This design comes from an exercise in tuning for small area and a short achievable clock period on the open sky130 flow, not from production work.
No run shown here included a check of the RTL's function; only the layout flow was run.
Power is estimated from default activity; no workload was simulated.

==> flow/design.v, too long to show whole: its modules and the start of the top module <==
// module fir_filter: 895 lines
// module fir_fa: 6 lines
module fir_filter (clk, reset, x, y);
  // ...
==> flow/run.sh <==
#!/bin/bash
# synth_recipe.tcl (not shown) runs the flow's synth.tcl, then flattens the netlist and writes it again
# the make line also repeats each setting of config.mk as NAME=value (left out here)
make -C /OpenROAD-flow-scripts/flow DESIGN_CONFIG=/design/flow/config.mk WORK_HOME=/design/flow/orfs CLKGATE_MAP_FILE= SYNTH_SCRIPT=/design/flow/synth_recipe.tcl finish
==> flow/config.mk <==
export PLATFORM = sky130hd
export DESIGN_NAME = fir_filter
export DESIGN_NICKNAME = fir_filter
export VERILOG_FILES = /design/flow/design.v
export SDC_FILE = /design/flow/constraint.sdc
export NUM_CORES = 4
export LEC_CHECK = 0
export ABC_CLOCK_PERIOD_IN_PS = 2500
export CAP_MARGIN = 20
export CORE_MARGIN = 2
export CORE_UTILIZATION = 40
export CTS_BUF_LIST = sky130_fd_sc_hd__clkbuf_4 sky130_fd_sc_hd__clkbuf_8
export CTS_CLUSTER_DIAMETER = 50
export CTS_CLUSTER_SIZE = 16
export SETUP_SLACK_MARGIN = 5.0
export SLEW_MARGIN = 20
export SYNTH_HIERARCHICAL = 1
export SYNTH_MINIMUM_KEEP_SIZE = 0
==> flow/constraint.sdc <==
create_clock -name core_clock -period 8.0 [get_ports {clk}]
set_input_delay 1.6000 -clock core_clock [delete_from_list [all_inputs] [get_ports {clk}]]
set_output_delay 1.6000 -clock core_clock [all_outputs]
set_load 0.01 [all_outputs]
==> reports/qor.csv, run 1 <==
metric,value,unit
status,no timing/DRC/antenna violations,
syn nets,1616,
top achievable clock speed,294,MHz
vias in the first global route,10700,
post-synthesis adder-cell area fraction,0.421,
startpoint types,register,
"count leader, synth",fa_1,
most instantiated cells after synthesis,"404 x fa_1, 347 x dfrtp_1, 238 x inv_1, 60 x dfstp_2, 29 x ha_1",
Seq area share,0.451,
CTS tree,built,
crit path kind,register to register,
met2 WL,16900,um
first-pass GRT wire length,57300,um
Clock Tree Buf Depth,3,
crit path to,y_reg[24]$_DFF_PP0_,
multi-input combinational area share,0.399,
Initial DRC Count,281,
Logic power comb,4.26,mW
Post-CTS Hold Fix Bufs,0,
initial core utilization,0.403,
XOR/XNOR Fraction of Synth Area,0.00698,
mux cell area share after synthesis,0,
maximum VDD drop,0.000176,V
max_cap viols,0,
worst-path cell chain,"fa_1, ha_2, fa_2, nor4b_4, a31oi_4, o21ai_4, a31oi_4, or2_1, fa_2, inv_2",
largest family of logic cells by synthesized area,adder cells,
number of flops mapped to enable cells by yosys,0,
stages on the worst setup path,10,
clock distribution area overhead in the final layout,0.0401,
GRT Total Usage,0.142,
"Buf+Inv Stages, Crit Path",1,
grt ovf,0,
multi-input logic area,0.00910,mm^2
relative slew slack,0.367,
"Top FF cell, synth",dfrtp_1,
top-area cell type share of the netlist area,0.433,
Worst Setup End Kind,register,
==> run 2, diff against run 1 <==
--- a/flow/design.v
+++ b/flow/design.v
@@ -823,62 +823,108 @@
   wire y_dG12 = y_d_g[23] | (y_d_p[23] & y_d_g[22]);
   wire y_dP12 = y_d_p[23] & y_d_p[22];
   wire y_dG13 = y_d_g[25] | (y_d_p[25] & y_d_g[24]);
   wire y_dP13 = y_d_p[25] & y_d_p[24];
   wire y_dG14 = y_d_g[27] | (y_d_p[27] & y_d_g[26]);
   wire y_dP14 = y_d_p[27] & y_d_p[26];
   wire y_dG15 = y_d_g[29] | (y_d_p[29] & y_d_g[28]);
   wire y_dP15 = y_d_p[29] & y_d_p[28];
-  wire y_dG16 = y_dG2 | (y_dP2 & y_dG1);
-  wire y_dG17 = y_dG4 | (y_dP4 & y_dG3);
-  wire y_dP17 = y_dP4 & y_dP3;
-  wire y_dG18 = y_dG6 | (y_dP6 & y_dG5);
-  wire y_dP18 = y_dP6 & y_dP5;
-  wire y_dG19 = y_dG8 | (y_dP8 & y_dG7);
-  wire y_dP19 = y_dP8 & y_dP7;
-  wire y_dG20 = y_dG10 | (y_dP10 & y_dG9);
-  wire y_dP20 = y_dP10 & y_dP9;
-  wire y_dG21 = y_dG12 | (y_dP12 & y_dG11);
-  wire y_dP21 = y_dP12 & y_dP11;
-  wire y_dG22 = y_dG14 | (y_dP14 & y_dG13);
-  wire y_dP22 = y_dP14 & y_dP13;
-  wire y_dG23 = y_dG17 | (y_dP17 & y_dG16);
-  wire y_dG24 = y_dG19 | (y_dP19 & y_dG18);
-  wire y_dP24 = y_dP19 & y_dP18;
-  wire y_dG25 = y_dG21 | (y_dP21 & y_dG20);
-  wire y_dP25 = y_dP21 & y_dP20;
-  wire y_dG26 = y_dG24 | (y_dP24 & y_dG23);
-  wire y_dG27 = y_dG25 | (y_dP25 & y_dG26);
-  wire y_dG28 = y_dG18 | (y_dP18 & y_dG23);
-  wire y_dG29 = y_dG20 | (y_dP20 & y_dG26);
-  wire y_dG30 = y_dG22 | (y_dP22 & y_dG27);
-  wire y_dG31 = y_dG3 | (y_dP3 & y_dG16);
-  wire y_dG32 = y_dG5 | (y_dP5 & y_dG23);
-  wire y_dG33 = y_dG7 | (y_dP7 & y_dG28);
-  wire y_dG34 = y_dG9 | (y_dP9 & y_dG26);
-  wire y_dG35 = y_dG11 | (y_dP11 & y_dG29);
-  wire y_dG36 = y_dG13 | (y_dP13 & y_dG27);
-  wire y_dG37 = y_dG15 | (y_dP15 & y_dG30);
-  wire y_dG38 = y_d_g[2] | (y_d_p[2] & y_dG1);
-  wire y_dG39 = y_d_g[4] | (y_d_p[4] & y_dG16);
-  wire y_dG40 = y_d_g[6] | (y_d_p[6] & y_dG31);
-  wire y_dG41 = y_d_g[8] | (y_d_p[8] & y_dG23);
-  wire y_dG42 = y_d_g[10] | (y_d_p[10] & y_dG32);
-  wire y_dG43 = y_d_g[12] | (y_d_p[12] & y_dG28);
-  wire y_dG44 = y_d_g[14] | (y_d_p[14] & y_dG33);
-  wire y_dG45 = y_d_g[16] | (y_d_p[16] & y_dG26);
-  wire y_dG46 = y_d_g[18] | (y_d_p[18] & y_dG34);
-  wire y_dG47 = y_d_g[20] | (y_d_p[20] & y_dG29);
-  wire y_dG48 = y_d_g[22] | (y_d_p[22] & y_dG35);
-  wire y_dG49 = y_d_g[24] | (y_d_p[24] & y_dG27);
-  wire y_dG50 = y_d_g[26] | (y_d_p[26] & y_dG36);
-  wire y_dG51 = y_d_g[28] | (y_d_p[28] & y_dG30);
-  wire y_dG52 = y_d_g[30] | (y_d_p[30] & y_dG37);
-  wire [31:0] y_d = {y_d_p[31] ^ y_dG52, y_d_p[30] ^ y_dG37, y_d_p[29] ^ y_dG51, y_d_p[28] ^ y_dG30, y_d_p[27] ^ y_dG50, y_d_p[26] ^ y_dG36, y_d_p[25] ^ y_dG49, y_d_p[24] ^ y_dG27, y_d_p[23] ^ y_dG48, y_d_p[22] ^ y_dG35, y_d_p[21] ^ y_dG47, y_d_p[20] ^ y_dG29, y_d_p[19] ^ y_dG46, y_d_p[18] ^ y_dG34, y_d_p[17] ^ y_dG45, y_d_p[16] ^ y_dG26, y_d_p[15] ^ y_dG44, y_d_p[14] ^ y_dG33, y_d_p[13] ^ y_dG43, y_d_p[12] ^ y_dG28, y_d_p[11] ^ y_dG42, y_d_p[10] ^ y_dG32, y_d_p[9] ^ y_dG41, y_d_p[8] ^ y_dG23, y_d_p[7] ^ y_dG40, y_d_p[6] ^ y_dG31, y_d_p[5] ^ y_dG39, y_d_p[4] ^ y_dG16, y_d_p[3] ^ y_dG38, y_d_p[2] ^ y_dG1, y_d_p[1] ^ y_d_g[0], y_d_p[0]};
+  wire y_dG16 = y_d_g[2] | (y_d_p[2] & y_dG1);
+  wire y_dG17 = y_dG2 | (y_dP2 & y_dG1);
+  wire y_dG18 = y_d_g[6] | (y_d_p[6] & y_dG3);
+  wire y_dP18 = y_d_p[6] & y_dP3;
+  wire y_dG19 = y_dG4 | (y_dP4 & y_dG3);
+  wire y_dP19 = y_dP4 & y_dP3;
+  wire y_dG20 = y_d_g[10] | (y_d_p[10] & y_dG5);
+  wire y_dP20 = y_d_p[10] & y_dP5;
+  wire y_dG21 = y_dG6 | (y_dP6 & y_dG5);
+  wire y_dP21 = y_dP6 & y_dP5;
+  wire y_dG22 = y_d_g[14] | (y_d_p[14] & y_dG7);
+  wire y_dP22 = y_d_p[14] & y_dP7;
+  wire y_dG23 = y_dG8 | (y_dP8 & y_dG7);
+  wire y_dP23 = y_dP8 & y_dP7;
+  wire y_dG24 = y_d_g[18] | (y_d_p[18] & y_dG9);
+  wire y_dP24 = y_d_p[18] & y_dP9;
+  wire y_dG25 = y_dG10 | (y_dP10 & y_dG9);
+  wire y_dP25 = y_dP10 & y_dP9;
+  wire y_dG26 = y_d_g[22] | (y_d_p[22] & y_dG11);
+  wire y_dP26 = y_d_p[22] & y_dP11;
+  wire y_dG27 = y_dG12 | (y_dP12 & y_dG11);
+  wire y_dP27 = y_dP12 & y_dP11;
+  wire y_dG28 = y_d_g[26] | (y_d_p[26] & y_dG13);
+  wire y_dP28 = y_d_p[26] & y_dP13;
+  wire y_dG29 = y_dG14 | (y_dP14 & y_dG13);
+  wire y_dP29 = y_dP14 & y_dP13;
+  wire y_dG30 = y_d_g[30] | (y_d_p[30] & y_dG15);
+  wire y_dP30 = y_d_p[30] & y_dP15;
+  wire y_dG31 = y_d_g[4] | (y_d_p[4] & y_dG17);
+  wire y_dG32 = y_dG3 | (y_dP3 & y_dG17);
+  wire y_dG33 = y_dG18 | (y_dP18 & y_dG17);
+  wire y_dG34 = y_dG19 | (y_dP19 & y_dG17);
+  wire y_dG35 = y_d_g[12] | (y_d_p[12] & y_dG21);
+  wire y_dP35 = y_d_p[12] & y_dP21;
+  wire y_dG36 = y_dG7 | (y_dP7 & y_dG21);
+  wire y_dP36 = y_dP7 & y_dP21;
+  wire y_dG37 = y_dG22 | (y_dP22 & y_dG21);
+  wire y_dP37 = y_dP22 & y_dP21;
+  wire y_dG38 = y_dG23 | (y_dP23 & y_dG21);
+  wire y_dP38 = y_dP23 & y_dP21;
+  wire y_dG39 = y_d_g[20] | (y_d_p[20] & y_dG25);
+  wire y_dP39 = y_d_p[20] & y_dP25;
+  wire y_dG40 = y_dG11 | (y_dP11 & y_dG25);
+  wire y_dP40 = y_dP11 & y_dP25;
+  wire y_dG41 = y_dG26 | (y_dP26 & y_dG25);
+  wire y_dP41 = y_dP26 & y_dP25;
+  wire y_dG42 = y_dG27 | (y_dP27 & y_dG25);
+  wire y_dP42 = y_dP27 & y_dP25;
+  wire y_dG43 = y_d_g[28] | (y_d_p[28] & y_dG29);
+  wire y_dP43 = y_d_p[28] & y_dP29;
+  wire y_dG44 = y_dG15 | (y_dP15 & y_dG29);
+  wire y_dP44 = y_dP15 & y_dP29;
+  wire y_dG45 = y_dG30 | (y_dP30 & y_dG29);
+  wire y_dP45 = y_dP30 & y_dP29;
+  wire y_dG46 = y_d_g[8] | (y_d_p[8] & y_dG34);
+  wire y_dG47 = y_dG5 | (y_dP5 & y_dG34);
+  wire y_dG48 = y_dG20 | (y_dP20 & y_dG34);
+  wire y_dG49 = y_dG21 | (y_dP21 & y_dG34);
+  wire y_dG50 = y_dG35 | (y_dP35 & y_dG34);
+  wire y_dG51 = y_dG36 | (y_dP36 & y_dG34);
+  wire y_dG52 = y_dG37 | (y_dP37 & y_dG34);
+  wire y_dG53 = y_dG38 | (y_dP38 & y_dG34);
+  wire y_dG54 = y_d_g[24] | (y_d_p[24] & y_dG42);
+  wire y_dP54 = y_d_p[24] & y_dP42;
+  wire y_dG55 = y_dG13 | (y_dP13 & y_dG42);
+  wire y_dP55 = y_dP13 & y_dP42;
+  wire y_dG56 = y_dG28 | (y_dP28 & y_dG42);
+  wire y_dP56 = y_dP28 & y_dP42;
+  wire y_dG57 = y_dG29 | (y_dP29 & y_dG42);
+  wire y_dP57 = y_dP29 & y_dP42;
+  wire y_dG58 = y_dG43 | (y_dP43 & y_dG42);
+  wire y_dP58 = y_dP43 & y_dP42;
+  wire y_dG59 = y_dG44 | (y_dP44 & y_dG42);
+  wire y_dP59 = y_dP44 & y_dP42;
+  wire y_dG60 = y_dG45 | (y_dP45 & y_dG42);
+  wire y_dP60 = y_dP45 & y_dP42;
+  wire y_dG61 = y_d_g[16] | (y_d_p[16] & y_dG53);
+  wire y_dG62 = y_dG9 | (y_dP9 & y_dG53);
+  wire y_dG63 = y_dG24 | (y_dP24 & y_dG53);
+  wire y_dG64 = y_dG25 | (y_dP25 & y_dG53);
+  wire y_dG65 = y_dG39 | (y_dP39 & y_dG53);
+  wire y_dG66 = y_dG40 | (y_dP40 & y_dG53);
+  wire y_dG67 = y_dG41 | (y_dP41 & y_dG53);
+  wire y_dG68 = y_dG42 | (y_dP42 & y_dG53);
+  wire y_dG69 = y_dG54 | (y_dP54 & y_dG53);
+  wire y_dG70 = y_dG55 | (y_dP55 & y_dG53);
+  wire y_dG71 = y_dG56 | (y_dP56 & y_dG53);
+  wire y_dG72 = y_dG57 | (y_dP57 & y_dG53);
+  wire y_dG73 = y_dG58 | (y_dP58 & y_dG53);
+  wire y_dG74 = y_dG59 | (y_dP59 & y_dG53);
+  wire y_dG75 = y_dG60 | (y_dP60 & y_dG53);
+  wire [31:0] y_d = {y_d_p[31] ^ y_dG75, y_d_p[30] ^ y_dG74, y_d_p[29] ^ y_dG73, y_d_p[28] ^ y_dG72, y_d_p[27] ^ y_dG71, y_d_p[26] ^ y_dG70, y_d_p[25] ^ y_dG69, y_d_p[24] ^ y_dG68, y_d_p[23] ^ y_dG67, y_d_p[22] ^ y_dG66, y_d_p[21] ^ y_dG65, y_d_p[20] ^ y_dG64, y_d_p[19] ^ y_dG63, y_d_p[18] ^ y_dG62, y_d_p[17] ^ y_dG61, y_d_p[16] ^ y_dG53, y_d_p[15] ^ y_dG52, y_d_p[14] ^ y_dG51, y_d_p[13] ^ y_dG50, y_d_p[12] ^ y_dG49, y_d_p[11] ^ y_dG48, y_d_p[10] ^ y_dG47, y_d_p[9] ^ y_dG46, y_d_p[8] ^ y_dG34, y_d_p[7] ^ y_dG33, y_d_p[6] ^ y_dG32, y_d_p[5] ^ y_dG31, y_d_p[4] ^ y_dG17, y_d_p[3] ^ y_dG16, y_d_p[2] ^ y_dG1, y_d_p[1] ^ y_d_g[0], y_d_p[0]};
   always @(posedge clk or posedge reset) begin
     if (reset) begin
       h0 <= 32'd0; h1 <= 32'd0; h2 <= 32'd0; h3 <= 32'd0; h4 <= 32'd0; h5 <= 32'd0; h6 <= 32'd0; h7 <= 32'd0;
       r0 <= 32'hfffffff6;
       r1 <= 32'h00000000;
       q0 <= 32'hffffffb1;
       q1 <= 32'h00000044;
       y_reg <= 32'd0;
==> reports/qor.csv, run 2 <==
metric,value,unit,change
Setup TNS,0,ns,unchanged
I/O pin count,66,,unchanged
fin crit period,3.36,ns,was 3.40 ns
most instantiated cells after synthesis,"393 x fa_1, 347 x dfrtp_1, 229 x inv_1, 60 x dfstp_2, 30 x ha_1",,"was 404 x fa_1, 347 x dfrtp_1, 238 x inv_1, 60 x dfstp_2, 29 x ha_1"
RD Place Congestion,0.756,,was 0.762
initial antenna violation count,0,,unchanged
"CP delay by family, top",adder cells,,unchanged
unrepaired setup endpoints after global routing,true,,unchanged
Non-Filler Instances,2011,,was 1977
"Top FF cell, synth",dfrtp_1,,unchanged
"Area growth, synth to finish",14.8,%,was 13.5%
placed cells,1906,,was 1889
register area share after synthesis,0.511,,about the same
metal3 WL,1180,um,was 1250 um
Max Slew Vio Count,0,,unchanged
"most common cell after layout, fill and taps aside",fa_1,,unchanged
hpwl dp,25900,um,was 25800 um
Finished Cell Area,0.0230,mm^2,was 0.0228 mm^2
status,no timing/DRC/antenna violations,,unchanged
Crit path top cell by count,fa_2,,
Max stage delay on crit path,0.55,ns,was 0.56 ns
Critical Path Slowest Stage Cell,fa_1,,unchanged
startpoint types,register,,unchanged
Clock Tree Buf Depth,3,,unchanged
Worst Setup End Kind,register,,unchanged
final WL,34000,um,was 33200 um
Yosys reg bits,407,,unchanged
initial core utilization,0.403,,about the same
antenna cells,0,,unchanged
power per cell area,397,mW/mm^2,was 382 mW/mm^2
Metal-1 WL,15300,um,was 14500 um
syn nets,1622,,was 1616
drt pass-1 iters,4,,unchanged
Initial DRC Count,340,,was 281
GRT Total Usage,0.142,,about the same
grt ovf,0,,unchanged
ranking of synthesized cells by area,"dfrtp_1 43%, fa_1 39%, dfstp_2 7.8%, inv_1 4.3%, ha_1 1.9%",,"was dfrtp_1 43%, fa_1 40%, dfstp_2 7.9%, inv_1 4.5%, ha_1 1.8%"
row count,82,,unchanged
Worst-path clk slew,0.10,ns,was 0.09 ns
clock power share,0.174,,was 0.162
Antenna Nets Post-Route,0,,unchanged
Clock Sinks,407,,unchanged
final net count,1760,,was 1739
Synth Cell Area,0.0201,mm^2,about the same
Via-to-Cell Ratio,4.31,,about the same
Flop pwr share,0.331,,was 0.348
sw frac,0.379,,about the same
top achievable clock speed,298,MHz,was 294 MHz
root buffer cell,clkbuf_8,,unchanged
routed wire length per instance,16.9,um,was 16.8 um
Placement Cell Area,0.0216,mm^2,was 0.0217 mm^2
die width,228,um,about the same
highest routed layer,met4,,unchanged
final hold violation count,0,,unchanged
max_cap viols,0,,unchanged
most frequent cells in the layout,"389 x fa_1, 343 x dfrtp_1, 227 x inv_1",,"was 390 x fa_1, 343 x dfrtp_1, 232 x inv_1"
relative slew slack,0.444,,was 0.367
H-Tree Depth,2,,unchanged
core area,0.0499,mm^2,unchanged
worst-path cell chain,"fa_1, ha_2, fa_2, nor4b_4, a31oi_4, o21ai_4, a21oi_4, fa_2, inv_1",,"was fa_1, ha_2, fa_2, nor4b_4, a31oi_4, o21ai_4, a31oi_4, or2_1, fa_2, inv_2"
PortBufs,65,,unchanged
vias in the first global route,10700,,about the same
"Buf+Inv Stages, Crit Path",1,,unchanged
"count leader, synth",fa_1,,unchanged
first-pass GRT wire length,57200,um,was 57300 um
ys async rst share,1.00,,unchanged
top-area cell type share of the netlist area,0.432,,was 0.433
"Clk Latency, worst-skew pair",0.64,ns,was 0.62 ns
cell taking the most area after synthesis,dfrtp_1,,unchanged
Synth cell types,32,,was 28
share of layout cells above drive strength 1,0.156,,was 0.152
worst hold path type,register to register,,unchanged
Comb power frac,0.495,,was 0.490
post-route setup slack,4.64,ns,was 4.60 ns
Die Height,228,um,about the same
switching pwr,3.47,mW,was 3.30 mW
Internal,5.69,mW,was 5.40 mW
final setup fails,0,,unchanged
DP Worst Slack,4.33,ns,was 4.43 ns
fin crit share,0.420,,was 0.425
number of flops mapped to enable cells by yosys,0,,unchanged
met2 WL,16700,um,was 16900 um
CTS tree,built,,unchanged
Leak,10.3,nW,was 10.1 nW
Mapped Avg Cell Area,17.2,um^2,was 17.5 um^2
Post-Syn Instances,1165,,was 1149
TritonCTS Buffers,44,,was 41
maximum VDD drop,0.000192,V,was 0.000176 V
Die ar.,0.0520,mm^2,about the same
clock skew,0.0259,ns,was 0.0288 ns
total of warnings raised by yosys,7,,unchanged
worst path required time,8.52,ns,about the same
DRC errors left,0,,unchanged
largest net degree at the start of global routing,196,,was 176
actual slew at the worst max-slew pin,0.833,ns,was 0.949 ns
crit path kind,register to register,,unchanged
Worst Path Arrival,3.88,ns,was 3.92 ns
via count,8667,,was 8524
crit-path max FO,5,,was 4
## run 2: kinds of logic (layout without fill, tap and decap cells)
| group | count (synthesis) | after routing | synth area share |
|---|---|---|---|
| simple gates | 41 | 41 | 0.0107 |
| flops | 407 | 407 | 0.511 |
| buf+inv | 229 | 403 | 0.0428 |
| fa+ha+maj | 423 | 423 | 0.410 |
| xor+xnor | 26 | 26 | 0.0113 |
| compound gates | 39 | 39 | 0.0141 |
## run 2: cell type report
cell class	count	area [um^2]
Clock buffer	50	663
Clock inverter	32	393
Sequential cell	407	10300
Timing Repair Buffer	92	903
Fill cell	4374	26800
Multi-Input combinational cell	529	9120
Inverter	229	863
Tap cell	672	841
## run 2: final timing paths
path | startpoint | endpoint | slack, ns | depth (start not counted)
max in group asynchronous | reset | r0[17]$_DFF_PP1_ | 5.29 | 4
min | h5[31]$_DFF_PP0_ | h6[31]$_DFF_PP0_ | 0.36 | 0
min reg2reg | h5[31]$_DFF_PP0_ | h6[31]$_DFF_PP0_ | 0.36 | 0
max | q1[3]$_DFF_PP0_ | y_reg[16]$_DFF_PP0_ | 4.64 | 9
max reg2reg | q1[3]$_DFF_PP0_ | y_reg[16]$_DFF_PP0_ | 4.64 | 9
min in group asynchronous | reset | y_reg[25]$_DFF_PP0_ | 1.49 | 2
## run 2: worst reg2reg max path, stage by stage (launching register included)
cell and delay (ns):
dfrtp_1 0.39, fa_1 0.55, ha_2 0.18, fa_2 0.47
nor4b_4 0.40, a31oi_4 0.22, o21ai_4 0.29, a21oi_4 0.15
fa_2 0.55, inv_1 0.04
## run 2: repair_timing
item / 4_1_cts / 5_1_grt
gates cloned: 0 / 1
resized for setup: 57 / 20
buffers inserted: 13 / 8
hold buffers: 0 / 0
pin swaps: 27 / 20
endpoints found under the setup margin: 52 / 188
## run 2: Yosys stat by module (local to each module, per instance)
module | copies in the design | flops+latches
fir_fa | 391 | 0
fir_filter | 1 | 407
## run 2: layer usage
metal / up-vias / GRT usage
met1: 4808 / 0.200
met4: 0 / 0.0384
li1: 3700 / -
met5: - / 0
met3: 49 / 0.0280
met2: 110 / 0.226
## run 2: stage by stage
| stage | power [mW] | utilization | hold WS, ns |
|---|---|---|---|
| after floorplan | 6.01 | - | 0.331 |
| after global placement | 7.15 | 0.434 | 0.334 |
| after detailed placement | 7.27 | 0.434 | 0.336 |
| after CTS | 9.13 | 0.458 | 0.360 |
| after global routing | 10.1 | 0.462 | 0.365 |
| final | 9.16 | 0.462 | 0.357 |
## run 2: power by group through the flow
stage / clock network, mW / registers (mW) / logic [mW]
final: 1.60 / 3.03 / 4.53
after global routing: 1.76 / 3.10 / 5.23
after CTS: 1.66 / 3.04 / 4.42
after detailed placement: 0 / 3.08 / 4.18
after global placement: 0 / 3.07 / 4.08
after floorplan: 0 / 3.05 / 2.97

==> afterwards: timing with drivers on the ports <==
How much do the figures lean on ideal ports? The routed layouts below were timed once more, with nothing changed but the port constraints. Step 1: set_driving_cell puts a clkbuf_16 on clk and a buf_2 on each other input, an assumption about the parent block. Step 2, shift: input delay + t, output delay - t, t = (earliest + latest rising clock arrival at the registers) / 2. This alone moves slack from input paths to output paths. Slacks: no drivers / after step 1 / after step 2; pairs: no drivers / after step 1.
run	t (ns)	setup slack, ns	worst setup path at the end	worst register clock-pin slew, ns
run 1	0.654	4.598 / 4.598 / 4.490	input to register	0.10 / 0.10
run 2	0.676	4.640 / 4.640 / 4.505	input to register	0.10 / 0.10
After both steps every run listed still meets setup and hold. For run 2, which loses most, drivers alone change the setup slack by 0.000 ns; drivers and shift together by -0.135 ns.
